Background: an optimization exercise with open tools, aiming at small area, a short achievable clock period and few clock cycles per item. Do not read the settings as production practice. In this exercise RTL edits were held to simulation tests only and were not proved equivalent to the original.

Setup of 06-04:
Design ALU_64, start of the top module:
module ALU_64 (
  input clk,
  input rst_b,
  input bgn,
  input [63:0]in_0,
  input [63:0]in_1,
  input [4:0]sel,
  output stop,
  output [63:0]out
);
For scale: ~2900 cells after synthesis, ~240 flip-flops.
clock: 7.0 ns
lec_check: 0
cap_margin: 20
core_margin: 2
core_utilization: 40
place_density: 0.6
setup_slack_margin: 2.5
slew_margin: 20
buffer_ports_args: -buffer_cell sky130_fd_sc_hd__buf_2
standard.sh (not shown) runs the stock make flow with config.mk's settings and CLKGATE_MAP_FILE= SYNTH_SCRIPT=/design/flow/synth_recipe.tcl, a recipe that flattens the netlist after the stock synthesis.
==> flow/flow/run.sh <==
#!/bin/bash
set -e
cd "$(dirname "$0")/.."
cp standard.sh flow_standard_copy.sh.log
echo "export BUFFER_PORTS_ARGS = -buffer_cell sky130_fd_sc_hd__buf_2" >> config.mk
bash standard.sh > standard_sh.log 2>&1
Testbench counts of 06-04, summed over its fixed seeds: cycles 21,554, ops 2,048.
diff inputs: 06-04 => 03-10
diff --git a/flow/design.v b/flow/design.v
--- a/flow/design.v
+++ b/flow/design.v
@@ -983,35 +983,34 @@
                       ({68{b_m2}} & {{3{M[63]}}, M, 1'b0});
   wire [67:0] c_mag = ({68{c_m1}} & {{2{M[63]}}, M, 2'b00}) |
                       ({68{c_m2}} & {M[63], M, 3'b000});
   wire add_inv = b_inv;
   wire [67:0] b_op = b_mag ^ {68{add_inv}};
   wire [67:0] c_op = c_mag ^ {68{c_inv}};
   wire [67:0] cs_s = add_p ^ b_op ^ c_op;
   wire [67:0] cs_c = {4'b0000, in_0 & {64{p_in}}} |
                      {(add_p[66:0] & b_op[66:0]) | (add_p[66:0] & c_op[66:0]) |
                       (b_op[66:0] & c_op[66:0]), c_inv};
   wire [68:0] sum_c = {cs_s, 1'b1} + {cs_c, add_inv};
   wire [67:0] sum = sum_c[68:1];
-  wire div_q0     = is_div & d_neg;
-  wire run_to_hi  = is_mul & mul_end;
+  wire run_to_hi  = is_mul ? mul_end : d_neg;
   wire run_to_div = is_div & ~d_neg & d_last;
   wire div_end    = (cnt_a == 7'd1);
   wire n_ldx  = s_idle & bgn;
   wire n_ldy  = s_ldx;
-  wire n_run  = (s_ldy & op[1]) | (s_run & ~run_to_hi & ~run_to_div & ~div_q0);
+  wire n_run  = (s_ldy & op[1]) | (s_run & ~run_to_hi & ~run_to_div);
   wire n_div  = (s_run & run_to_div) | (s_div & ~div_end);
   wire n_corr = s_div & div_end & sum[67];
   wire n_hi   = (s_run & run_to_hi) | (s_div & div_end & ~sum[67]) | s_corr;
-  wire n_last = (s_ldy & ~op[1]) | s_hi | (s_run & div_q0);
+  wire n_last = (s_ldy & ~op[1]) | s_hi;
   wire [4:0] bd_nxt = s_ldy ? (swap ? {in_0[3:0], 1'b0} : {Q[3:0], 1'b0}) :
                       fast  ? {Q[19:16], q1} : Q[7:3];
   wire bd_zero = (bd_nxt[2:0] == 3'b000) | (bd_nxt[2:0] == 3'b111);
   wire bd_two  = (bd_nxt[2:0] == 3'b011) | (bd_nxt[2:0] == 3'b100);
   wire cd_zero = (bd_nxt[4:2] == 3'b000) | (bd_nxt[4:2] == 3'b111);
   wire cd_two  = (bd_nxt[4:2] == 3'b011) | (bd_nxt[4:2] == 3'b100);
   wire n_mstep = n_run & is_mul;
   always @(posedge clk or negedge rst_b) begin
     if (!rst_b) begin
       s_ldx  <= 1'b0;
       s_ldy  <= 1'b0;
       s_run  <= 1'b0;
@@ -1021,32 +1020,32 @@
       s_last <= 1'b0;
       op     <= 2'b00;
       out_q  <= 1'b0;
     end else begin
       s_ldx  <= n_ldx;
       s_ldy  <= n_ldy;
       s_run  <= n_run;
       s_div  <= n_div;
       s_corr <= n_corr;
       s_hi   <= n_hi;
       s_last <= n_last;
       if (n_ldx) op <= sel[1:0];
-      out_q  <= s_hi | (s_run & div_q0);
+      out_q  <= s_hi;
     end
   end
   always @(posedge clk) begin
     p_in  <= n_ldy & ~is_mul;
     p_aq  <= n_div;
-    p_a   <= n_run | (s_div & div_end);
-    b_m1  <= (n_ldy & ~op[1]) | (n_mstep & ~bd_zero & ~bd_two) | n_div | (s_div & div_end);
+    p_a   <= n_run | n_corr;
+    b_m1  <= (n_ldy & ~op[1]) | (n_mstep & ~bd_zero & ~bd_two) | n_div | n_corr;
     b_m2  <= n_mstep & bd_two;
     b_inv <= (n_ldy & (op == 2'b01)) | (n_mstep & bd_nxt[2]) |
              (n_div & ~(s_div & sum[67]));
     c_m1  <= n_mstep & ~cd_zero & ~cd_two;
     c_m2  <= n_mstep & cd_two;
     c_inv <= n_mstep & bd_nxt[4];
     if (s_ldx) begin
       lx <= lz[6] ? 6'd63 : lz[5:0];
       xz <= lz[6];
       kx <= kz;
       x_mul <= ~kz[1];
     end
--- outcome ---
The core of 03-10 is more densely filled than that of 06-04. On 03-10: total length of routed met2 wires is 1.1% higher than what 06-04 gave. 06-04 was smaller in final cell area than 03-10. Count of buffers added by post-CTS timing repair for setup: 03-10 > 06-04. Worst hold slack on 03-10 is down relative to 06-04. 03-10 did not stop at any stage, and its layout met the timing, DRC and antenna checks. Global-route track usage on met2 (lower): 06-04.
Testbench counts of 03-10, summed over its fixed seeds: cycles 21,768, ops 2,048.

afterwards: timing with drivers on the ports:
The flow's constraints put no driver on any port. The routed layouts listed below were extracted and timed again, unchanged, in two steps. Step 1, drivers: a clkbuf_16 drives clk and a buf_2 each remaining input, both assumed. Step 2, shift: input delay + t, output delay - t, t = (earliest + latest rising clock arrival at the registers) / 2. This alone moves slack from input paths to output paths. Slacks: ideal ports / drivers / drivers and shift; pairs: ideal ports / drivers.
run	t (ns)	setup WS [ns]	worst setup path after step 2	clock arrival spread, ns	slew at the worst register clock pin (ns)
06-04	0.661	2.398 / 2.366 / 2.173	input to register	0.021 / 0.021	0.07 / 0.07
03-10	0.678	2.461 / 2.461 / 2.041	input to register	0.032 / 0.032	0.07 / 0.07
After both steps setup and hold are still met in every run listed. For 03-10, which loses most, drivers alone change the setup slack by 0.000 ns; drivers and shift together by -0.420 ns.
